This design comes from an exercise in tuning for small area and a short achievable clock period on the open sky130 flow, not from production work. In this exercise RTL edits were held to simulation tests only and were not proved equivalent to the original. Power and IR drop assume default switching activity.

==> design/flow/design.v <==
module mac_pe (
  input  logic        clk_i,
  input  logic        rst_ni,
  input  logic [15:0] a_i,
  input  logic [15:0] b_i,
  input  logic        a_valid_i,
  input  logic        b_valid_i,
  input  logic        acc_en_i,
  input  logic        acc_clr_i,
  output logic [15:0] a_reg_o,
  output logic [15:0] b_reg_o,
  output logic [15:0] acc_x_o,
  output logic [15:0] acc_y_o
);
  logic p1;
  logic p2;
  logic p3;
  logic p4;
  logic p5;
  logic p6;
  logic p7;
  logic p8;
  logic p9;
  logic p10;
  logic p11;
  logic p12;
  logic p13;
  logic p14;
  logic p15;
  logic p16;
  logic p17;
  logic p18;
  logic p19;
  logic p20;
  logic p21;
  logic p22;
  logic p23;
  logic p24;
  logic p25;
  logic p26;
  logic p27;
  logic p28;
  logic p29;
  logic p30;
  logic p31;
  logic p32;
  logic p33;
  logic p34;
  logic p35;
  logic p36;
  logic p37;
  logic p38;
  logic p39;
  logic p40;
  logic p41;
  logic p42;
  logic p43;
  logic p44;
  logic p45;
  logic p46;
  logic p47;
  logic p48;
  logic p49;
  logic p50;
  logic p51;
  logic p52;
  logic p53;
  logic p54;
  logic p55;
  logic p56;
  logic p57;
  logic p58;
  logic p59;
  logic p60;
  logic p61;
  logic p62;
  logic p63;
  logic p64;
  logic p65;
  logic p66;
  logic p67;
  logic p68;
  logic p69;
  logic p70;
  logic p71;
  logic p72;
  logic p73;
  logic p74;
  logic p75;
  logic p76;
  logic p77;
  logic p78;
  logic p79;
  logic p80;
  logic p81;
  logic p82;
  logic p83;
  logic p84;
  logic p85;
  logic p86;
  logic p87;
  logic p88;
  logic p89;
  logic p90;
  logic p91;
  logic p92;
  logic p93;
  logic p94;
  logic p95;
  logic p96;
  logic p97;
  logic p98;
  logic p99;
  logic p100;
  logic p101;
  logic p102;
  logic p103;
  logic p104;
  logic p105;
  logic p106;
  logic p107;
  logic p108;
  logic p109;
  logic p110;
  logic p111;
  logic p112;
  logic p113;
  logic p114;
  logic p115;
  logic p116;
  logic p117;
  logic p118;
  logic p119;
  logic p120;
  logic p121;
  logic p122;
  logic p123;
  logic p124;
  logic p125;
  logic p126;
  logic p127;
  logic p128;
  logic p129;
  logic p130;
  logic p131;
  logic p132;
  logic p133;
  logic p134;
  logic p135;
  logic p136;
  logic s137;
  logic k138;
  logic s139;
  logic k140;
  logic s141;
  logic k142;
  logic s143;
  logic k144;
  logic s145;
  logic k146;
  logic s147;
  logic k148;
  logic s149;
  logic k150;
  logic s151;
  logic k152;
  logic s153;
  logic k154;
  logic s155;
  logic k156;
  logic s157;
  logic s158;
  logic s159;
  logic s160;
  logic s161;
  logic s162;
  logic k163;
  logic s164;
  logic k165;
  logic s166;
  logic k167;
  logic s168;
  logic k169;
  logic s170;
  logic k171;
  logic s172;
  logic k173;
  logic s174;
  logic k175;
  logic s176;
  logic k177;
  logic s178;
  logic k179;
  logic s180;
  logic k181;
  logic s182;
  logic k183;
  logic s184;
  logic k185;
  logic s186;
  logic k187;
  logic s188;
  logic k189;
  logic s190;
  logic k191;
  logic s192;
  logic k193;
  logic s194;
  logic k195;
  logic s196;
  logic k197;
  logic s198;
  logic k199;
  logic s200;
  logic k201;
  logic s202;
  logic k203;
  logic s204;
  logic k205;
  logic s206;
  logic k207;
  logic s208;
  logic k209;
  logic s210;
  logic k211;
  logic s212;
  logic k213;
  logic s214;
  logic s215;
  logic s216;
  logic s217;
  logic s218;
  logic k219;
  logic s220;
  logic k221;
  logic s222;
  logic k223;
  logic s224;
  logic k225;
  logic s226;
  logic k227;
  logic s228;
  logic k229;
  logic s230;
  logic k231;
  logic s232;
  logic k233;
  logic s234;
  logic k235;
  logic s236;
  logic k237;
  logic s238;
  logic k239;
  logic s240;
  logic k241;
  logic s242;
  logic k243;
  logic s244;
  logic k245;
  logic s246;
  logic k247;
  logic s248;
  logic k249;
  logic s250;
  logic k251;
  logic s252;
  logic k253;
  logic s254;
  logic k255;
  logic s256;
  logic k257;
  logic s258;
  logic k259;
  logic s260;
  logic k261;
  logic s262;
  logic k263;
  logic s264;
  logic k265;
  logic s266;
  logic k267;
  logic s268;
  logic k269;
  logic s270;
  logic k271;
  logic s272;
  logic k273;
  logic s274;
  logic k275;
  logic s276;
  logic k277;
  logic s278;
  logic s279;
  logic s280;
  logic s281;
  logic k282;
  logic s283;
  logic k284;
  logic s285;
  logic k286;
  logic s287;
  logic k288;
  logic s289;
  logic k290;
  logic s291;
  logic k292;
  logic s293;
  logic k294;
  logic s295;
  logic k296;
  logic s297;
  logic k298;
  logic s299;
  logic k300;
  logic s301;
  logic k302;
  logic s303;
  logic k304;
  logic s305;
  logic k306;
  logic s307;
  logic k308;
  logic s309;
  logic k310;
  logic s311;
  logic k312;
  logic s313;
  logic k314;
  logic s315;
  logic k316;
  logic s317;
  logic k318;
  logic s319;
  logic k320;
  logic s321;
  logic k322;
  logic s323;
  logic k324;
  logic s325;
  logic k326;
  logic s327;
  logic k328;
  logic s329;
  logic k330;
  logic s331;
  logic s332;
  logic s333;
  logic k334;
  logic s335;
  logic k336;
  logic s337;
  logic k338;
  logic s339;
  logic k340;
  logic s341;
  logic k342;
  logic s343;
  logic k344;
  logic s345;
  logic k346;
  logic s347;
  logic k348;
  logic s349;
  logic k350;
  logic s351;
  logic k352;
  logic s353;
  logic k354;
  logic s355;
  logic k356;
  logic s357;
  logic k358;
  logic s359;
  logic k360;
  logic s361;
  logic s362;
  logic k363;
  logic s364;
  logic k365;
  logic s366;
  logic k367;
  logic s368;
  logic k369;
  logic s370;
  logic k371;
  logic s372;
  logic k373;
  logic s374;
  logic k375;
  logic s376;
  logic k377;
  logic s378;
  logic k379;
  logic s380;
  logic k381;
  logic s382;
  logic k383;
  logic s384;
  logic k385;
  logic s386;
  logic k387;
  logic s388;
  logic k389;
  logic s390;
  logic k391;
  logic s392;
  logic [15:0] nx, ny;
  assign p1 = a_i[0] & b_i[0];
  assign p2 = a_i[0] & b_i[1];
  assign p3 = a_i[0] & b_i[2];
  assign p4 = a_i[0] & b_i[3];
  assign p5 = a_i[0] & b_i[4];
  assign p6 = a_i[0] & b_i[5];
  assign p7 = a_i[0] & b_i[6];
  assign p8 = a_i[0] & b_i[7];
  assign p9 = a_i[0] & b_i[8];
  assign p10 = a_i[0] & b_i[9];
  assign p11 = a_i[0] & b_i[10];
  assign p12 = a_i[0] & b_i[11];
  assign p13 = a_i[0] & b_i[12];
  assign p14 = a_i[0] & b_i[13];
  assign p15 = a_i[0] & b_i[14];
  assign p16 = a_i[0] & b_i[15];
  assign p17 = a_i[1] & b_i[0];
  assign p18 = a_i[1] & b_i[1];
  assign p19 = a_i[1] & b_i[2];
  assign p20 = a_i[1] & b_i[3];
  assign p21 = a_i[1] & b_i[4];
  assign p22 = a_i[1] & b_i[5];
  assign p23 = a_i[1] & b_i[6];
  assign p24 = a_i[1] & b_i[7];
  assign p25 = a_i[1] & b_i[8];
  assign p26 = a_i[1] & b_i[9];
  assign p27 = a_i[1] & b_i[10];
  assign p28 = a_i[1] & b_i[11];
  assign p29 = a_i[1] & b_i[12];
  assign p30 = a_i[1] & b_i[13];
  assign p31 = a_i[1] & b_i[14];
  assign p32 = a_i[2] & b_i[0];
  assign p33 = a_i[2] & b_i[1];
  assign p34 = a_i[2] & b_i[2];
  assign p35 = a_i[2] & b_i[3];
  assign p36 = a_i[2] & b_i[4];
  assign p37 = a_i[2] & b_i[5];
  assign p38 = a_i[2] & b_i[6];
  assign p39 = a_i[2] & b_i[7];
  assign p40 = a_i[2] & b_i[8];
  assign p41 = a_i[2] & b_i[9];
  assign p42 = a_i[2] & b_i[10];
  assign p43 = a_i[2] & b_i[11];
  assign p44 = a_i[2] & b_i[12];
  assign p45 = a_i[2] & b_i[13];
  assign p46 = a_i[3] & b_i[0];
  assign p47 = a_i[3] & b_i[1];
  assign p48 = a_i[3] & b_i[2];
  assign p49 = a_i[3] & b_i[3];
  assign p50 = a_i[3] & b_i[4];
  assign p51 = a_i[3] & b_i[5];
  assign p52 = a_i[3] & b_i[6];
  assign p53 = a_i[3] & b_i[7];
  assign p54 = a_i[3] & b_i[8];
  assign p55 = a_i[3] & b_i[9];
  assign p56 = a_i[3] & b_i[10];
  assign p57 = a_i[3] & b_i[11];
  assign p58 = a_i[3] & b_i[12];
  assign p59 = a_i[4] & b_i[0];
  assign p60 = a_i[4] & b_i[1];
  assign p61 = a_i[4] & b_i[2];
  assign p62 = a_i[4] & b_i[3];
  assign p63 = a_i[4] & b_i[4];
  assign p64 = a_i[4] & b_i[5];
  assign p65 = a_i[4] & b_i[6];
  assign p66 = a_i[4] & b_i[7];
  assign p67 = a_i[4] & b_i[8];
  assign p68 = a_i[4] & b_i[9];
  assign p69 = a_i[4] & b_i[10];
  assign p70 = a_i[4] & b_i[11];
  assign p71 = a_i[5] & b_i[0];
  assign p72 = a_i[5] & b_i[1];
  assign p73 = a_i[5] & b_i[2];
  assign p74 = a_i[5] & b_i[3];
  assign p75 = a_i[5] & b_i[4];
  assign p76 = a_i[5] & b_i[5];
  assign p77 = a_i[5] & b_i[6];
  assign p78 = a_i[5] & b_i[7];
  assign p79 = a_i[5] & b_i[8];
  assign p80 = a_i[5] & b_i[9];
  assign p81 = a_i[5] & b_i[10];
  assign p82 = a_i[6] & b_i[0];
  assign p83 = a_i[6] & b_i[1];
  assign p84 = a_i[6] & b_i[2];
  assign p85 = a_i[6] & b_i[3];
  assign p86 = a_i[6] & b_i[4];
  assign p87 = a_i[6] & b_i[5];
  assign p88 = a_i[6] & b_i[6];
  assign p89 = a_i[6] & b_i[7];
  assign p90 = a_i[6] & b_i[8];
  assign p91 = a_i[6] & b_i[9];
  assign p92 = a_i[7] & b_i[0];
  assign p93 = a_i[7] & b_i[1];
  assign p94 = a_i[7] & b_i[2];
  assign p95 = a_i[7] & b_i[3];
  assign p96 = a_i[7] & b_i[4];
  assign p97 = a_i[7] & b_i[5];
  assign p98 = a_i[7] & b_i[6];
  assign p99 = a_i[7] & b_i[7];
  assign p100 = a_i[7] & b_i[8];
  assign p101 = a_i[8] & b_i[0];
  assign p102 = a_i[8] & b_i[1];
  assign p103 = a_i[8] & b_i[2];
  assign p104 = a_i[8] & b_i[3];
  assign p105 = a_i[8] & b_i[4];
  assign p106 = a_i[8] & b_i[5];
  assign p107 = a_i[8] & b_i[6];
  assign p108 = a_i[8] & b_i[7];
  assign p109 = a_i[9] & b_i[0];
  assign p110 = a_i[9] & b_i[1];
  assign p111 = a_i[9] & b_i[2];
  assign p112 = a_i[9] & b_i[3];
  assign p113 = a_i[9] & b_i[4];
  assign p114 = a_i[9] & b_i[5];
  assign p115 = a_i[9] & b_i[6];
  assign p116 = a_i[10] & b_i[0];
  assign p117 = a_i[10] & b_i[1];
  assign p118 = a_i[10] & b_i[2];
  assign p119 = a_i[10] & b_i[3];
  assign p120 = a_i[10] & b_i[4];
  assign p121 = a_i[10] & b_i[5];
  assign p122 = a_i[11] & b_i[0];
  assign p123 = a_i[11] & b_i[1];
  assign p124 = a_i[11] & b_i[2];
  assign p125 = a_i[11] & b_i[3];
  assign p126 = a_i[11] & b_i[4];
  assign p127 = a_i[12] & b_i[0];
  assign p128 = a_i[12] & b_i[1];
  assign p129 = a_i[12] & b_i[2];
  assign p130 = a_i[12] & b_i[3];
  assign p131 = a_i[13] & b_i[0];
  assign p132 = a_i[13] & b_i[1];
  assign p133 = a_i[13] & b_i[2];
  assign p134 = a_i[14] & b_i[0];
  assign p135 = a_i[14] & b_i[1];
  assign p136 = a_i[15] & b_i[0];
  assign s137 = acc_x_o[11] ^ acc_y_o[11];
  assign k138 = acc_x_o[11] & acc_y_o[11];
  assign s139 = acc_x_o[12] ^ acc_y_o[12] ^ p13;
  assign k140 = (acc_x_o[12] & acc_y_o[12]) | (acc_x_o[12] & p13) | (acc_y_o[12] & p13);
  assign s141 = p28 ^ p42;
  assign k142 = p28 & p42;
  assign s143 = acc_x_o[13] ^ acc_y_o[13] ^ p14;
  assign k144 = (acc_x_o[13] & acc_y_o[13]) | (acc_x_o[13] & p14) | (acc_y_o[13] & p14);
  assign s145 = p29 ^ p43 ^ p56;
  assign k146 = (p29 & p43) | (p29 & p56) | (p43 & p56);
  assign s147 = p68 ^ p79;
  assign k148 = p68 & p79;
  assign s149 = acc_x_o[14] ^ acc_y_o[14] ^ p15;
  assign k150 = (acc_x_o[14] & acc_y_o[14]) | (acc_x_o[14] & p15) | (acc_y_o[14] & p15);
  assign s151 = p30 ^ p44 ^ p57;
  assign k152 = (p30 & p44) | (p30 & p57) | (p44 & p57);
  assign s153 = p69 ^ p80 ^ p90;
  assign k154 = (p69 & p80) | (p69 & p90) | (p80 & p90);
  assign s155 = p99 ^ p107;
  assign k156 = p99 & p107;
  assign s157 = acc_x_o[15] ^ acc_y_o[15] ^ p16;
  assign s158 = p31 ^ p45 ^ p58;
  assign s159 = p70 ^ p81 ^ p91;
  assign s160 = p100 ^ p108 ^ p115;
  assign s161 = p121 ^ p126;
  assign s162 = acc_x_o[7] ^ acc_y_o[7];
  assign k163 = acc_x_o[7] & acc_y_o[7];
  assign s164 = acc_x_o[8] ^ acc_y_o[8] ^ p9;
  assign k165 = (acc_x_o[8] & acc_y_o[8]) | (acc_x_o[8] & p9) | (acc_y_o[8] & p9);
  assign s166 = p24 ^ p38;
  assign k167 = p24 & p38;
  assign s168 = acc_x_o[9] ^ acc_y_o[9] ^ p10;
  assign k169 = (acc_x_o[9] & acc_y_o[9]) | (acc_x_o[9] & p10) | (acc_y_o[9] & p10);
  assign s170 = p25 ^ p39 ^ p52;
  assign k171 = (p25 & p39) | (p25 & p52) | (p39 & p52);
  assign s172 = p64 ^ p75;
  assign k173 = p64 & p75;
  assign s174 = acc_x_o[10] ^ acc_y_o[10] ^ p11;
  assign k175 = (acc_x_o[10] & acc_y_o[10]) | (acc_x_o[10] & p11) | (acc_y_o[10] & p11);
  assign s176 = p26 ^ p40 ^ p53;
  assign k177 = (p26 & p40) | (p26 & p53) | (p40 & p53);
  assign s178 = p65 ^ p76 ^ p86;
  assign k179 = (p65 & p76) | (p65 & p86) | (p76 & p86);
  assign s180 = p95 ^ p103;
  assign k181 = p95 & p103;
  assign s182 = p12 ^ p27 ^ p41;
  assign k183 = (p12 & p27) | (p12 & p41) | (p27 & p41);
  assign s184 = p54 ^ p66 ^ p77;
  assign k185 = (p54 & p66) | (p54 & p77) | (p66 & p77);
  assign s186 = p87 ^ p96 ^ p104;
  assign k187 = (p87 & p96) | (p87 & p104) | (p96 & p104);
  assign s188 = p111 ^ p117 ^ p122;
  assign k189 = (p111 & p117) | (p111 & p122) | (p117 & p122);
  assign s190 = p55 ^ p67 ^ p78;
  assign k191 = (p55 & p67) | (p55 & p78) | (p67 & p78);
  assign s192 = p88 ^ p97 ^ p105;
  assign k193 = (p88 & p97) | (p88 & p105) | (p97 & p105);
  assign s194 = p112 ^ p118 ^ p123;
  assign k195 = (p112 & p118) | (p112 & p123) | (p118 & p123);
  assign s196 = p127 ^ k138 ^ s139;
  assign k197 = (p127 & k138) | (p127 & s139) | (k138 & s139);
  assign s198 = p89 ^ p98 ^ p106;
  assign k199 = (p89 & p98) | (p89 & p106) | (p98 & p106);
  assign s200 = p113 ^ p119 ^ p124;
  assign k201 = (p113 & p119) | (p113 & p124) | (p119 & p124);
  assign s202 = p128 ^ p131 ^ k140;
  assign k203 = (p128 & p131) | (p128 & k140) | (p131 & k140);
  assign s204 = k142 ^ s143 ^ s145;
  assign k205 = (k142 & s143) | (k142 & s145) | (s143 & s145);
  assign s206 = p114 ^ p120 ^ p125;
  assign k207 = (p114 & p120) | (p114 & p125) | (p120 & p125);
  assign s208 = p129 ^ p132 ^ p134;
  assign k209 = (p129 & p132) | (p129 & p134) | (p132 & p134);
  assign s210 = k144 ^ k146 ^ k148;
  assign k211 = (k144 & k146) | (k144 & k148) | (k146 & k148);
  assign s212 = s149 ^ s151 ^ s153;
  assign k213 = (s149 & s151) | (s149 & s153) | (s151 & s153);
  assign s214 = p130 ^ p133 ^ p135;
  assign s215 = p136 ^ k150 ^ k152;
  assign s216 = k154 ^ k156 ^ s157;
  assign s217 = s158 ^ s159 ^ s160;
  assign s218 = acc_x_o[4] ^ acc_y_o[4];
  assign k219 = acc_x_o[4] & acc_y_o[4];
  assign s220 = acc_x_o[5] ^ acc_y_o[5] ^ p6;
  assign k221 = (acc_x_o[5] & acc_y_o[5]) | (acc_x_o[5] & p6) | (acc_y_o[5] & p6);
  assign s222 = p21 ^ p35;
  assign k223 = p21 & p35;
  assign s224 = acc_x_o[6] ^ acc_y_o[6] ^ p7;
  assign k225 = (acc_x_o[6] & acc_y_o[6]) | (acc_x_o[6] & p7) | (acc_y_o[6] & p7);
  assign s226 = p22 ^ p36 ^ p49;
  assign k227 = (p22 & p36) | (p22 & p49) | (p36 & p49);
  assign s228 = p61 ^ p72;
  assign k229 = p61 & p72;
  assign s230 = p8 ^ p23 ^ p37;
  assign k231 = (p8 & p23) | (p8 & p37) | (p23 & p37);
  assign s232 = p50 ^ p62 ^ p73;
  assign k233 = (p50 & p62) | (p50 & p73) | (p62 & p73);
  assign s234 = p83 ^ p92 ^ s162;
  assign k235 = (p83 & p92) | (p83 & s162) | (p92 & s162);
  assign s236 = p51 ^ p63 ^ p74;
  assign k237 = (p51 & p63) | (p51 & p74) | (p63 & p74);
  assign s238 = p84 ^ p93 ^ p101;
  assign k239 = (p84 & p93) | (p84 & p101) | (p93 & p101);
  assign s240 = k163 ^ s164 ^ s166;
  assign k241 = (k163 & s164) | (k163 & s166) | (s164 & s166);
  assign s242 = p85 ^ p94 ^ p102;
  assign k243 = (p85 & p94) | (p85 & p102) | (p94 & p102);
  assign s244 = p109 ^ k165 ^ k167;
  assign k245 = (p109 & k165) | (p109 & k167) | (k165 & k167);
  assign s246 = s168 ^ s170 ^ s172;
  assign k247 = (s168 & s170) | (s168 & s172) | (s170 & s172);
  assign s248 = p110 ^ p116 ^ k169;
  assign k249 = (p110 & p116) | (p110 & k169) | (p116 & k169);
  assign s250 = k171 ^ k173 ^ s174;
  assign k251 = (k171 & k173) | (k171 & s174) | (k173 & s174);
  assign s252 = s176 ^ s178 ^ s180;
  assign k253 = (s176 & s178) | (s176 & s180) | (s178 & s180);
  assign s254 = s137 ^ k175 ^ k177;
  assign k255 = (s137 & k175) | (s137 & k177) | (k175 & k177);
  assign s256 = k179 ^ k181 ^ s182;
  assign k257 = (k179 & k181) | (k179 & s182) | (k181 & s182);
  assign s258 = s184 ^ s186 ^ s188;
  assign k259 = (s184 & s186) | (s184 & s188) | (s186 & s188);
  assign s260 = s141 ^ k183 ^ k185;
  assign k261 = (s141 & k183) | (s141 & k185) | (k183 & k185);
  assign s262 = k187 ^ k189 ^ s190;
  assign k263 = (k187 & k189) | (k187 & s190) | (k189 & s190);
  assign s264 = s192 ^ s194 ^ s196;
  assign k265 = (s192 & s194) | (s192 & s196) | (s194 & s196);
  assign s266 = s147 ^ k191 ^ k193;
  assign k267 = (s147 & k191) | (s147 & k193) | (k191 & k193);
  assign s268 = k195 ^ k197 ^ s198;
  assign k269 = (k195 & k197) | (k195 & s198) | (k197 & s198);
  assign s270 = s200 ^ s202 ^ s204;
  assign k271 = (s200 & s202) | (s200 & s204) | (s202 & s204);
  assign s272 = s155 ^ k199 ^ k201;
  assign k273 = (s155 & k199) | (s155 & k201) | (k199 & k201);
  assign s274 = k203 ^ k205 ^ s206;
  assign k275 = (k203 & k205) | (k203 & s206) | (k205 & s206);
  assign s276 = s208 ^ s210 ^ s212;
  assign k277 = (s208 & s210) | (s208 & s212) | (s210 & s212);
  assign s278 = s161 ^ k207 ^ k209;
  assign s279 = k211 ^ k213 ^ s214;
  assign s280 = s215 ^ s216 ^ s217;
  assign s281 = acc_x_o[2] ^ acc_y_o[2];
  assign k282 = acc_x_o[2] & acc_y_o[2];
  assign s283 = acc_x_o[3] ^ acc_y_o[3] ^ p4;
  assign k284 = (acc_x_o[3] & acc_y_o[3]) | (acc_x_o[3] & p4) | (acc_y_o[3] & p4);
  assign s285 = p19 ^ p33;
  assign k286 = p19 & p33;
  assign s287 = p5 ^ p20 ^ p34;
  assign k288 = (p5 & p20) | (p5 & p34) | (p20 & p34);
  assign s289 = p47 ^ p59 ^ s218;
  assign k290 = (p47 & p59) | (p47 & s218) | (p59 & s218);
  assign s291 = p48 ^ p60 ^ p71;
  assign k292 = (p48 & p60) | (p48 & p71) | (p60 & p71);
  assign s293 = k219 ^ s220 ^ s222;
  assign k294 = (k219 & s220) | (k219 & s222) | (s220 & s222);
  assign s295 = p82 ^ k221 ^ k223;
  assign k296 = (p82 & k221) | (p82 & k223) | (k221 & k223);
  assign s297 = s224 ^ s226 ^ s228;
  assign k298 = (s224 & s226) | (s224 & s228) | (s226 & s228);
  assign s299 = k225 ^ k227 ^ k229;
  assign k300 = (k225 & k227) | (k225 & k229) | (k227 & k229);
  assign s301 = s230 ^ s232 ^ s234;
  assign k302 = (s230 & s232) | (s230 & s234) | (s232 & s234);
  assign s303 = k231 ^ k233 ^ k235;
  assign k304 = (k231 & k233) | (k231 & k235) | (k233 & k235);
  assign s305 = s236 ^ s238 ^ s240;
  assign k306 = (s236 & s238) | (s236 & s240) | (s238 & s240);
  assign s307 = k237 ^ k239 ^ k241;
  assign k308 = (k237 & k239) | (k237 & k241) | (k239 & k241);
  assign s309 = s242 ^ s244 ^ s246;
  assign k310 = (s242 & s244) | (s242 & s246) | (s244 & s246);
  assign s311 = k243 ^ k245 ^ k247;
  assign k312 = (k243 & k245) | (k243 & k247) | (k245 & k247);
  assign s313 = s248 ^ s250 ^ s252;
  assign k314 = (s248 & s250) | (s248 & s252) | (s250 & s252);
  assign s315 = k249 ^ k251 ^ k253;
  assign k316 = (k249 & k251) | (k249 & k253) | (k251 & k253);
  assign s317 = s254 ^ s256 ^ s258;
  assign k318 = (s254 & s256) | (s254 & s258) | (s256 & s258);
  assign s319 = k255 ^ k257 ^ k259;
  assign k320 = (k255 & k257) | (k255 & k259) | (k257 & k259);
  assign s321 = s260 ^ s262 ^ s264;
  assign k322 = (s260 & s262) | (s260 & s264) | (s262 & s264);
  assign s323 = k261 ^ k263 ^ k265;
  assign k324 = (k261 & k263) | (k261 & k265) | (k263 & k265);
  assign s325 = s266 ^ s268 ^ s270;
  assign k326 = (s266 & s268) | (s266 & s270) | (s268 & s270);
  assign s327 = k267 ^ k269 ^ k271;
  assign k328 = (k267 & k269) | (k267 & k271) | (k269 & k271);
  assign s329 = s272 ^ s274 ^ s276;
  assign k330 = (s272 & s274) | (s272 & s276) | (s274 & s276);
  assign s331 = k273 ^ k275 ^ k277;
  assign s332 = s278 ^ s279 ^ s280;
  assign s333 = acc_x_o[1] ^ acc_y_o[1];
  assign k334 = acc_x_o[1] & acc_y_o[1];
  assign s335 = p3 ^ p18 ^ p32;
  assign k336 = (p3 & p18) | (p3 & p32) | (p18 & p32);
  assign s337 = p46 ^ k282 ^ s283;
  assign k338 = (p46 & k282) | (p46 & s283) | (k282 & s283);
  assign s339 = k284 ^ k286 ^ s287;
  assign k340 = (k284 & k286) | (k284 & s287) | (k286 & s287);
  assign s341 = k288 ^ k290 ^ s291;
  assign k342 = (k288 & k290) | (k288 & s291) | (k290 & s291);
  assign s343 = k292 ^ k294 ^ s295;
  assign k344 = (k292 & k294) | (k292 & s295) | (k294 & s295);
  assign s345 = k296 ^ k298 ^ s299;
  assign k346 = (k296 & k298) | (k296 & s299) | (k298 & s299);
  assign s347 = k300 ^ k302 ^ s303;
  assign k348 = (k300 & k302) | (k300 & s303) | (k302 & s303);
  assign s349 = k304 ^ k306 ^ s307;
  assign k350 = (k304 & k306) | (k304 & s307) | (k306 & s307);
  assign s351 = k308 ^ k310 ^ s311;
  assign k352 = (k308 & k310) | (k308 & s311) | (k310 & s311);
  assign s353 = k312 ^ k314 ^ s315;
  assign k354 = (k312 & k314) | (k312 & s315) | (k314 & s315);
  assign s355 = k316 ^ k318 ^ s319;
  assign k356 = (k316 & k318) | (k316 & s319) | (k318 & s319);
  assign s357 = k320 ^ k322 ^ s323;
  assign k358 = (k320 & k322) | (k320 & s323) | (k322 & s323);
  assign s359 = k324 ^ k326 ^ s327;
  assign k360 = (k324 & k326) | (k324 & s327) | (k326 & s327);
  assign s361 = k328 ^ k330 ^ s331;
  assign s362 = acc_x_o[0] ^ p1;
  assign k363 = acc_x_o[0] & p1;
  assign s364 = p2 ^ p17 ^ s333;
  assign k365 = (p2 & p17) | (p2 & s333) | (p17 & s333);
  assign s366 = s281 ^ k334 ^ s335;
  assign k367 = (s281 & k334) | (s281 & s335) | (k334 & s335);
  assign s368 = s285 ^ k336 ^ s337;
  assign k369 = (s285 & k336) | (s285 & s337) | (k336 & s337);
  assign s370 = s289 ^ k338 ^ s339;
  assign k371 = (s289 & k338) | (s289 & s339) | (k338 & s339);
  assign s372 = s293 ^ k340 ^ s341;
  assign k373 = (s293 & k340) | (s293 & s341) | (k340 & s341);
  assign s374 = s297 ^ k342 ^ s343;
  assign k375 = (s297 & k342) | (s297 & s343) | (k342 & s343);
  assign s376 = s301 ^ k344 ^ s345;
  assign k377 = (s301 & k344) | (s301 & s345) | (k344 & s345);
  assign s378 = s305 ^ k346 ^ s347;
  assign k379 = (s305 & k346) | (s305 & s347) | (k346 & s347);
  assign s380 = s309 ^ k348 ^ s349;
  assign k381 = (s309 & k348) | (s309 & s349) | (k348 & s349);
  assign s382 = s313 ^ k350 ^ s351;
  assign k383 = (s313 & k350) | (s313 & s351) | (k350 & s351);
  assign s384 = s317 ^ k352 ^ s353;
  assign k385 = (s317 & k352) | (s317 & s353) | (k352 & s353);
  assign s386 = s321 ^ k354 ^ s355;
  assign k387 = (s321 & k354) | (s321 & s355) | (k354 & s355);
  assign s388 = s325 ^ k356 ^ s357;
  assign k389 = (s325 & k356) | (s325 & s357) | (k356 & s357);
  assign s390 = s329 ^ k358 ^ s359;
  assign k391 = (s329 & k358) | (s329 & s359) | (k358 & s359);
  assign s392 = s332 ^ k360 ^ s361;
  assign nx = {k391, k389, k387, k385, k383, k381, k379, k377, k375, k373, k371, k369, k367, k365, k363, s362};
  assign ny = {s392, s390, s388, s386, s384, s382, s380, s378, s376, s374, s372, s370, s368, s366, s364, 1'b0};
  always_ff @(posedge clk_i) begin
    if (a_valid_i) a_reg_o <= a_i;
    if (b_valid_i) b_reg_o <= b_i;
  end
  always_ff @(posedge clk_i or negedge rst_ni) begin
    if (!rst_ni) begin
      acc_x_o <= '0;
      acc_y_o <= '0;
    end else if (acc_clr_i) begin
      acc_x_o <= '0;
      acc_y_o <= '0;
    end else if (acc_en_i) begin
      acc_x_o <= nx;
      acc_y_o <= ny;
    end
  end
endmodule
module mac_array #(
  parameter int unsigned DATA_WIDTH = 16,
  parameter int unsigned M_ROWS     = 4,
  parameter int unsigned N_COLS     = 4,
  parameter int unsigned PE_COUNT   = M_ROWS * N_COLS
)(
  input  logic                                clk_i,
  input  logic                                rst_ni,
  input  logic [  M_ROWS-1:0][DATA_WIDTH-1:0] array_a_i,
  input  logic [  N_COLS-1:0][DATA_WIDTH-1:0] array_b_i,
  input  logic                                feed_a_valid_i,
  input  logic                                feed_b_valid_i,
  input  logic                                a_clr_i,
  input  logic                                b_clr_i,
  input  logic                                acc_clr_i,
  output logic [PE_COUNT-1:0][DATA_WIDTH-1:0] acc_x_o,
  output logic [PE_COUNT-1:0][DATA_WIDTH-1:0] acc_y_o
);
  logic [M_ROWS-1:0][N_COLS-1:0][DATA_WIDTH-1:0] a_reg;
  logic [M_ROWS-1:0][N_COLS-1:0][DATA_WIDTH-1:0] b_reg;
  logic [N_COLS-1:0] a_live;
  logic [M_ROWS-1:0] b_live;
  logic              acc_valid;
  assign acc_valid = feed_a_valid_i | feed_b_valid_i;
  always_ff @(posedge clk_i or negedge rst_ni) begin
    if (!rst_ni) begin
      a_live <= '0;
    end else if (a_clr_i) begin
      a_live <= '0;
    end else if (feed_a_valid_i) begin
      a_live <= {a_live[N_COLS-2:0], 1'b1};
    end
  end
  always_ff @(posedge clk_i or negedge rst_ni) begin
    if (!rst_ni) begin
      b_live <= '0;
    end else if (b_clr_i) begin
      b_live <= '0;
    end else if (feed_b_valid_i) begin
      b_live <= {b_live[M_ROWS-2:0], 1'b1};
    end
  end
  genvar i, j;
  generate
    for (i = 0; i < M_ROWS; i++) begin : array_row
      for (j = 0; j < N_COLS; j++) begin : array_col
        logic [DATA_WIDTH-1:0] a_in, b_in;
        logic                  a_in_live, b_in_live;
        if (j == 0) begin : a_port
          assign a_in      = array_a_i[i];
          assign a_in_live = 1'b1;
        end else begin : a_chain
          assign a_in      = a_reg[i][j-1];
          assign a_in_live = a_live[j-1];
        end
        if (i == 0) begin : b_port
          assign b_in      = array_b_i[j];
          assign b_in_live = 1'b1;
        end else begin : b_chain
          assign b_in      = b_reg[i-1][j];
          assign b_in_live = b_live[i-1];
        end
        mac_pe i_mac_pe (
          .clk_i      ( clk_i                      ),
          .rst_ni     ( rst_ni                     ),
          .a_i        ( a_in                       ),
          .b_i        ( b_in                       ),
          .a_valid_i  ( feed_a_valid_i             ),
          .b_valid_i  ( feed_b_valid_i             ),
          .acc_en_i   ( acc_valid & a_in_live & b_in_live ),
          .acc_clr_i  ( acc_clr_i                  ),
          .a_reg_o    ( a_reg[i][j]                ),
          .b_reg_o    ( b_reg[i][j]                ),
          .acc_x_o    ( acc_x_o[i * N_COLS + j]    ),
          .acc_y_o    ( acc_y_o[i * N_COLS + j]    )
        );
      end
    end
  endgenerate
endmodule
module stream_out #(
  parameter int unsigned DATA_WIDTH = 16,
  parameter int unsigned TOTAL_ELEM = 16,
  parameter int unsigned IDX_WIDTH  = $clog2(TOTAL_ELEM)
)(
  input  logic                                  clk_i,
  input  logic                                  rst_ni,
  input  logic [TOTAL_ELEM-1:0][DATA_WIDTH-1:0] bus_x_i,
  input  logic [TOTAL_ELEM-1:0][DATA_WIDTH-1:0] bus_y_i,
  input  logic                                  start_stream_i,
  input  logic                                  stream_clr_i,
  output logic                 [DATA_WIDTH-1:0] stream_data_o,
  output logic                                  stream_valid_o
);
  logic [IDX_WIDTH-1:0] index_reg;
  logic streaming_active;
  logic counter_done;
  logic [DATA_WIDTH-1:0] sel_x, sel_y;
  assign counter_done = (index_reg == TOTAL_ELEM-1);
  assign sel_x = bus_x_i[index_reg];
  assign sel_y = bus_y_i[index_reg];
  always_ff @(posedge clk_i or negedge rst_ni) begin
    if (!rst_ni) begin
      streaming_active <= 1'b0;
    end else if (counter_done || stream_clr_i) begin
      streaming_active <= 1'b0;
    end else if (start_stream_i) begin
      streaming_active <= 1'b1;
    end
  end
  always_ff @(posedge clk_i or negedge rst_ni) begin
    if (!rst_ni) begin
      index_reg <= '0;
    end else if (counter_done || stream_clr_i) begin
      index_reg <= '0;
    end else if (start_stream_i || streaming_active) begin
      index_reg <= index_reg + 1'b1;
    end
  end
  always_ff @(posedge clk_i or negedge rst_ni) begin
    if (!rst_ni) begin
      stream_data_o  <= '0;
      stream_valid_o <= 1'b0;
    end else if (stream_clr_i) begin
      stream_data_o  <= '0;
      stream_valid_o <= 1'b0;
    end else if (start_stream_i || streaming_active) begin
      stream_data_o  <= sel_x + sel_y;
      stream_valid_o <= 1'b1;
    end else begin
      stream_valid_o <= 1'b0;
    end
  end
endmodule
module top_systolic_array #(
  parameter int unsigned DATA_WIDTH = 16,
  parameter int unsigned RESET_VAL  = 0,
  parameter int unsigned M_ROWS     = 4,
  parameter int unsigned N_COLS     = 4,
  parameter int unsigned TOTAL_ELEM = M_ROWS * N_COLS
)(
  input  logic clk_i,
  input  logic rst_ni,
  input  logic [M_ROWS*DATA_WIDTH-1:0] array_a_i,
  input  logic [N_COLS*DATA_WIDTH-1:0] array_b_i,
  input  logic feed_a_valid_i,
  input  logic feed_b_valid_i,
  input  logic a_clr_i,
  input  logic b_clr_i,
  input  logic acc_clr_i,
  input  logic start_stream_i,
  input  logic stream_clr_i,
  output logic stream_valid_o,
  output logic [DATA_WIDTH-1:0] stream_data_o
);
  logic [TOTAL_ELEM-1:0][DATA_WIDTH-1:0] bus_x, bus_y;
  mac_array #(
    .DATA_WIDTH      ( DATA_WIDTH     ),
    .M_ROWS          ( M_ROWS         ),
    .N_COLS          ( N_COLS         )
  ) i_mac_array (
    .clk_i           ( clk_i          ),
    .rst_ni          ( rst_ni         ),
    .array_a_i       ( array_a_i      ),
    .array_b_i       ( array_b_i      ),
    .feed_a_valid_i  ( feed_a_valid_i ),
    .feed_b_valid_i  ( feed_b_valid_i ),
    .a_clr_i         ( a_clr_i        ),
    .b_clr_i         ( b_clr_i        ),
    .acc_clr_i       ( acc_clr_i      ),
    .acc_x_o         ( bus_x          ),
    .acc_y_o         ( bus_y          )
  );
  stream_out #(
    .DATA_WIDTH      ( DATA_WIDTH     ),
    .TOTAL_ELEM      ( TOTAL_ELEM     )
  ) i_stream_out (
    .clk_i           ( clk_i          ),
    .rst_ni          ( rst_ni         ),
    .bus_x_i         ( bus_x          ),
    .bus_y_i         ( bus_y          ),
    .start_stream_i  ( start_stream_i ),
    .stream_clr_i    ( stream_clr_i   ),
    .stream_data_o   ( stream_data_o  ),
    .stream_valid_o  ( stream_valid_o )
  );
endmodule
==> design/flow/flow/run.sh <==
#!/bin/bash
# Layout flow: the standard ORFS flow with two changes.
#  1. After the standard synthesis, flow/polarity.py re-phases the full-adder
#     cells (a full adder is self-dual) so fewer inverters are needed between
#     them. Registers and every other cell are kept as synthesised.
#  2. Ports are buffered with a plain buffer (buf_4) instead of the delay
#     cell buffer_ports picks by default.
# Each tool's output goes to a log file of its own in this folder.
set -euo pipefail
R=orfs/results/sky130hd/top_systolic_array/base
EXTRA=("BUFFER_PORTS_ARGS=-buffer_cell sky130_fd_sc_hd__buf_4")
if [[ -f flow/extra.txt ]]; then
  while read -r l; do [[ -n "$l" ]] && EXTRA+=("$l"); done < flow/extra.txt
fi
export BUFFER_PORTS_ARGS="-buffer_cell sky130_fd_sc_hd__buf_4"
bash standard.sh "${EXTRA[@]}" synth > make_synth.log 2>&1
cp $R/1_2_yosys.v 1_2_yosys.standard.v
python3 flow/polarity.py 1_2_yosys.standard.v $R/1_2_yosys.v > polarity.log 2>&1
touch $R/1_2_yosys.v
bash standard.sh "${EXTRA[@]}" finish > make_finish.log 2>&1
==> design/flow/flow/polarity.py <==
#!/usr/bin/env python3
"""Re-phase full adders in a mapped sky130 netlist to remove inverters.

A full adder is self-dual: FA(~a,~b,~c) = (~sum, ~cout). Flipping the phase of
an adder cell inverts what it needs on its inputs and what it drives on its
outputs, without changing the cell. This script picks a phase per sky130 fa_*
cell (greedy local search) to minimise the number of inverters needed, then
rebuilds the inverter trees it touched. Registers and all other cells are left
as they are. Usage: polarity.py IN.v OUT.v
"""
import re, sys, random

OUTS = {'X', 'Y', 'Q', 'Q_N', 'SUM', 'COUT', 'HI', 'LO'}
src = open(sys.argv[1]).read()

inst_re = re.compile(r'^(\s*)(sky130_fd_sc_hd__\w+)\s+(\S+)\s*\((.*?)\n\s*\);\n', re.S | re.M)
pin_re = re.compile(r'\.(\w+)\((.*?)\)\s*(?:,|$)', re.M)

cells = []
for m in inst_re.finditer(src):
    typ, name, body = m.group(2), m.group(3), m.group(4)
    pins = [(p, n.strip()) for p, n in pin_re.findall(body)]
    cells.append(dict(typ=typ, name=name, pins=pins, span=m.span(), indent=m.group(1)))

# module ports
hdr = src[:src.index(');')]
ports = set()
for m in re.finditer(r'^\s*(input|output|inout)\s+(?:wire\s+)?(\[[^\]]*\]\s*)?(\S+?)\s*;', src, re.M):
    ports.add(m.group(3))
def base(n):
    n = n.strip()
    if n.startswith('\\'):
        b = n.split(' ')[0]
    else:
        b = n
    return re.sub(r'\[\d+\]$', '', b) if not n.startswith('\\') else b.rstrip()

def is_port(n):
    b = n.strip()
    if b.startswith('\\'):
        return b.split(' ')[0] in ports or b in ports
    return re.sub(r'\s*\[\d+\]$', '', b) in ports

driver = {}
loads = {}
for ci, c in enumerate(cells):
    for p, n in c['pins']:
        if not n or n.startswith("1'") or n.startswith('{'):
            continue
        if p in OUTS:
            driver[n] = (ci, p)
        else:
            loads.setdefault(n, []).append((ci, p))

def is_inv(ci):
    return re.match(r'sky130_fd_sc_hd__(clk)?inv_\d+$', cells[ci]['typ']) is not None
def is_fa(ci):
    return re.match(r'sky130_fd_sc_hd__fa_\d+$', cells[ci]['typ']) is not None

# roots: nets not driven by an inverter
def pinnet(ci, p):
    for q, n in cells[ci]['pins']:
        if q == p:
            return n
roots = {}
for n in set(list(driver) + list(loads)):
    d = driver.get(n)
    if d is not None and is_inv(d[0]):
        continue
    # walk the inverter tree
    cons = []  # (ci, pin, polarity)
    invs = []
    nets = [n]
    stack = [(n, 0)]
    bad = is_port(n)
    while stack:
        m, q = stack.pop()
        for ci, p in loads.get(m, []):
            if is_inv(ci):
                invs.append(ci)
                y = pinnet(ci, 'Y')
                nets.append(y)
                if is_port(y):
                    bad = True
                stack.append((y, q ^ 1))
            else:
                cons.append((ci, p, q))
    roots[n] = dict(cons=cons, invs=invs, nets=nets, bad=bad,
                    src=d[0] if d is not None else None)

fas = [ci for ci in range(len(cells)) if is_fa(ci)]
x = {ci: 0 for ci in fas}
fixed = set()
for r, R in roots.items():
    if R['bad'] or R['src'] is None:
        for ci, p, q in R['cons']:
            if ci in x:
                fixed.add(ci)
        if R['src'] in x:
            fixed.add(R['src'])

def need(R, ci, q):
    xs = x.get(R['src'], 0) if R['src'] is not None else 0
    return q ^ xs ^ x.get(ci, 0)

def cost(R):
    if not R['cons']:
        return 0
    return 1 if any(need(R, ci, q) for ci, p, q in R['cons']) else 0

fa_roots = {ci: set() for ci in fas}
for r, R in roots.items():
    if R['src'] in x:
        fa_roots[R['src']].add(r)
    for ci, p, q in R['cons']:
        if ci in x:
            fa_roots[ci].add(r)

total0 = sum(cost(R) for R in roots.values())
orig_inv = sum(len(R['invs']) for R in roots.values())
random.seed(1)
import math
order = [f for f in fas if f not in fixed]
cur = total0
best = cur
bestx = dict(x)
T = 2.0
steps = 400 * max(1, len(order))
for step in range(steps):
    f = order[random.randrange(len(order))]
    rs = fa_roots[f]
    before = sum(cost(roots[r]) for r in rs)
    x[f] ^= 1
    after = sum(cost(roots[r]) for r in rs)
    d = after - before
    if d <= 0 or random.random() < math.exp(-d / T):
        cur += d
        if cur < best:
            best = cur
            bestx = dict(x)
    else:
        x[f] ^= 1
    T = max(0.02, 2.0 * (1 - step / steps))
x = bestx
total1 = sum(cost(R) for R in roots.values())
sys.stderr.write(f"fa={len(fas)} fixed={len(fixed)} flipped={sum(x.values())} "
                 f"inverters: original {orig_inv}, needed before {total0}, after {total1}\n")

# rebuild: for every root touching an FA, drop its inverters and reconnect.
edits = {}      # ci -> {pin: newnet}
remove = set()
newcells = []
newwires = []
k = 0
for r, R in roots.items():
    touches = (R['src'] in x) or any(ci in x for ci, p, q in R['cons'])
    if not touches or R['bad'] or not R['cons']:
        continue
    inv_net = None
    for ci in R['invs']:
        remove.add(ci)
    for ci, p, q in R['cons']:
        if need(R, ci, q):
            if inv_net is None:
                k += 1
                inv_net = f"_pol_net_{k}_"
                newwires.append(inv_net)
                newcells.append((f"_pol_inv_{k}_", r, inv_net))
            edits.setdefault(ci, {})[p] = inv_net
        else:
            edits.setdefault(ci, {})[p] = r

def esc(n):
    return n + ' ' if n.startswith('\\') else n

out = []
pos = 0
for ci, c in enumerate(cells):
    s, e = c['span']
    out.append(src[pos:s])
    pos = e
    if ci in remove:
        continue
    pins = c['pins']
    ed = edits.get(ci, {})
    body = ",\n".join(f"{c['indent']}  .{p}({esc(ed.get(p, n))})" for p, n in pins)
    out.append(f"{c['indent']}{c['typ']} {c['name']} (\n{body}\n{c['indent']});\n")
rest = src[pos:]
i = rest.rindex('endmodule')
add = "".join(f"  wire {w};\n" for w in newwires)
add += "".join(f"  sky130_fd_sc_hd__inv_1 {n} (\n    .A({esc(a)}),\n    .Y({y})\n  );\n" for n, a, y in newcells)
out.append(rest[:i] + add + rest[i:])
open(sys.argv[2], 'w').write("".join(out))
sys.stderr.write(f"removed {len(remove)} inverters, added {len(newcells)}\n")
==> design/flow/standard.sh <==
#!/bin/bash
# synth_recipe.tcl (not shown) runs the flow's synth.tcl, then flattens the netlist and writes it again
# the make line also repeats each setting of config.mk as NAME=value (left out here)
make -C /OpenROAD-flow-scripts/flow DESIGN_CONFIG=/design/flow/config.mk WORK_HOME=/design/flow/orfs CLKGATE_MAP_FILE= SYNTH_SCRIPT=/design/flow/synth_recipe.tcl "${@:-finish}"
==> design/flow/config.mk <==
export PLATFORM = sky130hd
export DESIGN_NAME = top_systolic_array
export DESIGN_NICKNAME = top_systolic_array
export VERILOG_FILES = /design/flow/design.v
export SDC_FILE = /design/flow/constraint.sdc
export NUM_CORES = 4
export LEC_CHECK = 0
export ABC_CLOCK_PERIOD_IN_PS = 3000
export CAP_MARGIN = 20
export CORE_MARGIN = 2
export CORE_UTILIZATION = 50
export SETUP_SLACK_MARGIN = 4.0
export SLEW_MARGIN = 20
==> design/flow/constraint.sdc <==
create_clock -name core_clock -period 8.0 [get_ports {clk_i}]
set_input_delay 1.6000 -clock core_clock [delete_from_list [all_inputs] [get_ports {clk_i}]]
set_output_delay 1.6000 -clock core_clock [all_outputs]
set_load 0.01 [all_outputs]
==> results of run 1 <==
-- report_power, final --
group          total [uW]  internal, uW  switching, uW  leakage (uW)
Combinational       13200          6330           6840        0.0300
Sequential           6340          5320           1020        0.0110
Clock                5410          3100           2310       0.00184
-- layout make-up --
class | instances | area (um2) | area share
clock buffer | 128 | 2900 | 0.0287
antenna | 8 | 20.0 | 0.000198
clock inverter | 80 | 916 | 0.00907
tap | 2370 | 2970 | 0.0294
timing repair buffer | 386 | 3530 | 0.0350
multi-input combinational | 5889 | 62700 | 0.621
sequential | 908 | 24700 | 0.244
inverter | 886 | 3330 | 0.0329
-- placed cells by master (no fill, tap or decap), drive strengths merged, types with 154 or more instances in the layout --
master	instances
fa	1681
nand2	1422
and2	1221
inv	897
dfrtp	524
xnor2	419
o21ai	391
edfxtp	384
buf	384
ha	255
mux4	154
-- critical path, stage by stage --
cell and delay, ps:
buf_8 90, and2_4 140, fa_1 470, inv_1 50, fa_1 520, fa_2 470
fa_2 400, fa_2 360, xnor2_2 170, xnor2_1 150, xnor2_1 160, xnor2_1 160
xnor2_1 170, xnor2_1 160, o21ai_1 70
-- metrics by stage --
stage / instance area [um2] / hold slack [ps] / utilization / setup WS (ps) / std cells
CTS: 100000 / 459 / 0.555 / 3500 / 10600
finish: 101000 / 454 / 0.559 / 3470 / 10700
detailed placement: 94900 / 444 / 0.526 / 2580 / 10300
global placement: 94900 / 432 / 0.526 / 2580 / 10300
floorplan: 92100 / 427 / - / 2870 / 8019
global route: 101000 / 465 / 0.559 / 3350 / 10600
-- worst paths after layout --
check,startpoint,end,slack [ps],depth (start not counted)
worst max-delay path,array_b_i[45],flop,3470,15
worst min-delay path,flop,flop,450,0
worst max register to register,flop,flop,3550,13
worst min register to register,flop,flop,450,0
max in group asynchronous,rst_ni,asynchronous set/reset pin,5460,2
min in group asynchronous,rst_ni,asynchronous set/reset pin,820,1
-- timing repair --
item	4_1_cts	5_1_grt
cloned	1	0
buffers inserted	136	37
resized for setup	118	125
pin swaps	114	120
endpoints found under the setup margin	147	210
-- layer usage --
metal  vias up  track usage  part of all wire
li1      25300            -                 -
met1     32000        0.407              0.36
met2      2660        0.547              0.48
met3       757       0.0684             0.076
met4         2        0.235             0.088
met5         -            0          0.000027
==> summary.txt, run 1 <==
Status
  • Outcome: no timing/DRC/antenna violations

Clocking
  • CTS tree: done
  • CTS buffer count: between 100 and 150
  • CTS hold repair buffers: 0
  • Clk buf depth: 3
  • CTS sink count: about 910
  • H-tree depth: 3
  • Clk root buf: clkbuf_16
  • Clk latency of the worst-skew pair: ~790 ps
  • Clock-pin slew on the worst setup and hold paths: 60 ps

Global routing
  • Number of antenna violations at the first check in global routing: 22
  • First-pass GRT wire length: about 450 mm
  • GR Util All Layers: 0.338
  • Gr ovfl total: 0
  • Largest net degree at the start of global routing: around 140
  • Vias in the first global route: 67200

Pwr
  • P_leak: 0.0428 uW
  • Worst vdd ir: 0.238 mV
  • Pwr Total: ~25000 uW
  • Pwr Density: 247 nW/um2

Routing
  • ANT nets after route: 0
  • Drt total wl: ~300 mm
  • Vias per std cell: around 5.7
  • DRC Markers: 0
  • Routed length per instance: between 20 and 30 um
  • Drt pass-1 iters: 8
  • Initial drt markers: slightly above 5000
  • DR vias: about 60000

Floorplanning
  • Core area: 181000 um2
  • Die H: around 430 um
  • Initial Util: 0.502
  • Die outline area: ~180000 um2
  • Site Rows: between 150 and 200
  • # IOs: about 150
  • DIE WIDTH: approximately 430 um

STA
  • Worst Max-Slew Pin Slew: between 1000 and 1500 ps
  • Fin crit share: 0.566
  • Final hold violations: 0
  • Period minus WS final: around 4500 ps
  • Fmax: between 0.2 and 0.25 GHz
  • RSZ-0062 raised after global routing: true
  • Final setup violation count: 0
  • Worst slew margin: 0.252
  • Slew Limit Fails: 0
  • Clk_skew: between 30 and 40 ps
  • Setup TNS: 0 ps

Synthesis
  • Avg Cell Area, Syn: about 11 um2
  • Area of the mapped netlist: 90700 um2
  • Syn Nets: about 10000
  • Post-Syn Instances: 8019
  • Warnings, synthesis: 3

Worst setup path
  • CP arrival: between 5000 and 6000 ps
  • Critical Path Sink Type: flop
  • WS Path Type: primary input to flop
  • Max Fanout on Critical Path: 2
  • Crit path required time: about 8600 ps
  • Startpoint types: primary input

Finish
  • Area Growth Syn to Fin: 11.4%
  • Largest register FFs: about 260
  • Fin nets: between 10000 and 15000
  • Fraction of layout cells with a size suffix above 1: 0.134
  • Final-layout fill cell count: approximately 15000
  • Biggest regs: i_mac_array.array_row.array_col.i_mac_pe.acc_x_o x256, i_mac_array.array_row.array_col.i_mac_pe.acc_y_o x240
  • Largest Register: i_mac_array.array_row.array_col.i_mac_pe.acc_x_o

Run
  • Max-cap violations: 0

Worst hold path
  • Worst hold-check path type: flop to flop

Place
  • DP Wirelength: 227 mm
  • Buffers on Ports: 153
  • Routability-driven placement congestion ratio: between 1 and 1.5
==> run 2, diff against run 1 <==
==> design/flow/flow/extra.txt (new file) <==
MATCH_CELL_FOOTPRINT=0
--- a/design/flow/config.mk
+++ b/design/flow/config.mk
@@ -5,7 +5,6 @@
 export SDC_FILE = /design/flow/constraint.sdc
 export NUM_CORES = 4
 export LEC_CHECK = 0
-export ABC_CLOCK_PERIOD_IN_PS = 3000
 export CAP_MARGIN = 20
 export CORE_MARGIN = 2
 export CORE_UTILIZATION = 50
==> run 2 against run 1 <==
Against the previous run:
- fmax increased by 0.53%
- first-iteration DRC count up 2.5%
- setup slack improved by 24 ps
- global-route usage up 0.13 points
- cell area is essentially flat
- via count about the same
- register-to-register slack improved by 50 ps
- sequential cell count did not move
- die area did not move
- non-clock buffer count is 9 lower
- sequential share of layout area is essentially flat
- clock power is 0.7% lower
- critical path type unchanged
==> summary.txt, run 2 <==
Status
  • Outcome: no timing/DRC/antenna violations (unchanged)

Worst setup path
  • Crit path depth: 15 (unchanged)
  • CP arrival: 5120 ps (was 5150 ps)
  • CP peak stage delay: 470 ps (was 520 ps)
  • Kind of cell adding the most delay to the critical path: adder cells (unchanged)
  • Startpoint types: primary input (unchanged)
  • Cell count of the worst reg-to-reg path: 13 (unchanged)
  • Cell repeated most along the worst path: xnor2_1 (unchanged)
  • Worst path slowest cell: fa_1 (unchanged)
  • WS Path Type: primary input to flop (unchanged)
  • Critical Path Sink Type: flop (unchanged)
  • Crit path required time: 8620 ps (was 8630 ps)
  • CP bufs+invs: 2 (unchanged)
  • Crit path cell chain: buf_12 -> and2_4 -> fa_1 -> inv_1 -> fa_1 -> fa_2 -> fa_1 -> fa_2 -> xnor2_2 -> xnor2_1 -> xnor2_1 -> xnor2_1 -> xnor2_1 -> xnor2_1 -> o21ai_1 (was buf_8 -> and2_4 -> fa_1 -> inv_1 -> fa_1 -> fa_2 -> fa_2 -> fa_2 -> xnor2_2 -> xnor2_1 -> xnor2_1 -> xnor2_1 -> xnor2_1 -> xnor2_1 -> o21ai_1)
  • Max Fanout on Critical Path: 4 (was 2)

Floorplanning
  • Initial Util: 0.502 (unchanged)
  • # IOs: 154 (unchanged)
  • Die outline area: 185000 um2 (unchanged)
  • Core area: 181000 um2 (unchanged)
  • Site Rows: 156 (unchanged)
  • DIE WIDTH: 430 um (unchanged)
  • Die H: 430 um (unchanged)

Routing
  • Drt total wl: 302 mm (was 301 mm)
  • Routed length per instance: 28.4 um (was 28.3 um)
  • Initial drt markers: 5220 (was 5091)
  • DR vias: 60700 (about the same)
  • Vias per std cell: 5.70 (about the same)
  • DRC Markers: 0 (unchanged)
  • ANT nets after route: 0 (unchanged)
  • Drt pass-1 iters: 5 (was 8)

Clocking
  • CTS buffer count: 108 (was 109)
  • CTS hold repair buffers: 0 (unchanged)
  • CTS tree: done (unchanged)
  • Clk buf depth: 3 (unchanged)
  • H-tree depth: 3 (unchanged)
  • Clock-pin slew on the worst setup and hold paths: 60 ps (about the same)
  • CTS sink count: 908 (unchanged)
  • Clk root buf: clkbuf_16 (unchanged)
  • Clk latency of the worst-skew pair: 780 ps (was 790 ps)

Global routing
  • Largest net degree at the start of global routing: 149 (was 138)
  • Number of antenna violations at the first check in global routing: 23 (was 22)
  • Vias in the first global route: 66800 (was 67200)
  • GR Util All Layers: 0.339 (was 0.338)
  • Gr ovfl total: 0 (unchanged)
  • First-pass GRT wire length: 453 mm (was 450 mm)

Synthesis
  • Syn Nets: 10100 (unchanged)
  • Avg Cell Area, Syn: 11.3 um2 (unchanged)
  • Area of the mapped netlist: 90700 um2 (unchanged)
  • Warnings, synthesis: 3 (unchanged)
  • Post-Syn Instances: 8019 (unchanged)

Finish
  • Biggest regs: i_mac_array.array_row.array_col.i_mac_pe.acc_x_o x256, i_mac_array.array_row.array_col.i_mac_pe.acc_y_o x240 (unchanged)
  • Most common cell after layout, fill and taps aside: fa_1 (unchanged)
  • Largest register FFs: 256 (unchanged)
  • Final-layout fill cell count: 15400 (was 15300)
  • Fraction of layout cells with a size suffix above 1: 0.130 (was 0.134)
  • Commonest cells after routing, fill and taps aside: fa_1, nand2_1, and2_1, inv_1, dfrtp_1 (unchanged)
  • Fin nets: 10200 (was 10300)
  • Utilization after layout: 0.559 (about the same)
  • Area Growth Syn to Fin: 11.2% (was 11.4%)
  • Largest Register: i_mac_array.array_row.array_col.i_mac_pe.acc_x_o (unchanged)

Place
  • Buffers on Ports: 153 (unchanged)
  • DP Wirelength: 228 mm (was 227 mm)
  • Pre-CTS WS: 2530 ps (was 2580 ps)
  • Routability-driven placement congestion ratio: 0.986 (was 1.01)

STA
  • Setup TNS: 0 ps (unchanged)
  • Slew Limit Fails: 0 (unchanged)
  • RSZ-0062 raised after global routing: true (unchanged)
  • Setup slack after layout: 3500 ps (was 3470 ps)
  • Period minus WS final: 4500 ps (was 4530 ps)
  • Fin crit share: 0.563 (was 0.566)
  • Clk_skew: 47.0 ps (was 37.7 ps)
  • Worst Max-Slew Pin Slew: 1070 ps (was 1120 ps)
  • Final hold violations: 0 (unchanged)
  • Final setup violation count: 0 (unchanged)
  • Worst slew margin: 0.282 (was 0.252)
  • Fmax: 0.222 GHz (was 0.221 GHz)

Worst hold path
  • Worst hold path cell count: 0 (unchanged)
  • Worst hold-check path type: flop to flop (unchanged)

Pwr
  • Worst vdd ir: 0.199 mV (was 0.238 mV)
  • P_leak: 0.0428 uW (about the same)
  • Pwr Density: 247 nW/um2 (about the same)

Run
  • Max-cap violations: 0 (unchanged)
[run 2: changes by cell type in the layout (fill, tap and decap cells not counted), sizes merged]
cell / delta
clkbuf: +24
clkinvlp: -11
buf: -9
clkinv: -8
inv: -6
diode: +2
bufbuf: -1
bufinv: -1
[run 2: metal layers]
metal,global-route usage,vias up,share of wire
met4,0.241,0,0.090
met1,0.417,32200,0.36
met2,0.542,2506,0.48
li1,-,25200,-
met3,0.0617,743,0.069
met5,0.00937,-,0
[run 2: metrics by stage]
stage	hold slack, ps	std cells	instance area (um2)	total power (uW)
floorplan	427	8019	91800	15300
global placement	450	10300	94900	18900
detailed placement	462	10300	94900	19200
CTS	482	10600	100000	24900
global route	486	10600	101000	26900
finish	494	10600	101000	24900
[run 2: cell type report]
cell class,count,area (um2),share of cell area
Antenna cell,10,25.0,0.000248
Clock buffer,151,3080,0.0305
Clock inverter,54,727,0.00721
Inverter,886,3330,0.0330
Multi-Input combinational cell,5889,62700,0.621
Sequential cell,908,24700,0.244
Tap cell,2370,2970,0.0294
Timing Repair Buffer,377,3410,0.0338
[run 2: path summary, 6_finish.rpt]
| check | startpoint | to | slack (ps) |
|---|---|---|---|
| worst min-delay path | flop | flop | 490 |
| max in group asynchronous | rst_ni | asynchronous set/reset pin | 5440 |
| worst max-delay path | array_a_i[48] | flop | 3500 |
| min in group asynchronous | rst_ni | asynchronous set/reset pin | 820 |
| worst max register to register | flop | flop | 3600 |
| worst min register to register | flop | flop | 490 |
[run 2: report_power, final]
part           internal (uW)  switching, uW  total [uW]
registers               5320           1050        6370
logic                   6320           6840       13200
clock network           3150           2220        5370
[run 2: what timing repair did]
| item | CTS | global route |
|---|---|---|
| endpoints found under the setup margin | 97 | 202 |
| gates cloned | 2 | 0 |
| pin swaps | 176 | 117 |
| resized for setup | 114 | 120 |
| hold endpoints to repair | 0 | 0 |
| setup buffers | 119 | 41 |

## re-timing with driven ports
The results above use ideal ports. As a check the final layouts listed here were re-extracted and re-timed, cells and wires unchanged. Step 1 (the two cells are an assumption about what drives the block):
set clk [get_ports {clk_i}]
set_driving_cell -lib_cell sky130_fd_sc_hd__clkbuf_16 $clk
set_driving_cell -lib_cell sky130_fd_sc_hd__buf_2 [delete_from_list [all_inputs] $clk]
Step 2, shift: input delay + t, output delay - t, t = (earliest + latest rising clock arrival at the registers) / 2. This alone moves slack from input paths to output paths. Three values: no drivers, after step 1, after step 2; two values: the first two.
run | shift t [ns] | setup WS [ns] | latest minus earliest clock arrival (ns)
run 1 | 0.853 | 3.475 / 3.520 / 2.666 | 0.046 / 0.045
run 2 | 0.847 | 3.498 / 3.535 / 2.688 | 0.049 / 0.049
After both steps every run listed still meets setup and hold. For run 2, which loses most, drivers alone change the setup slack by +0.037 ns; drivers and shift together by -0.810 ns.
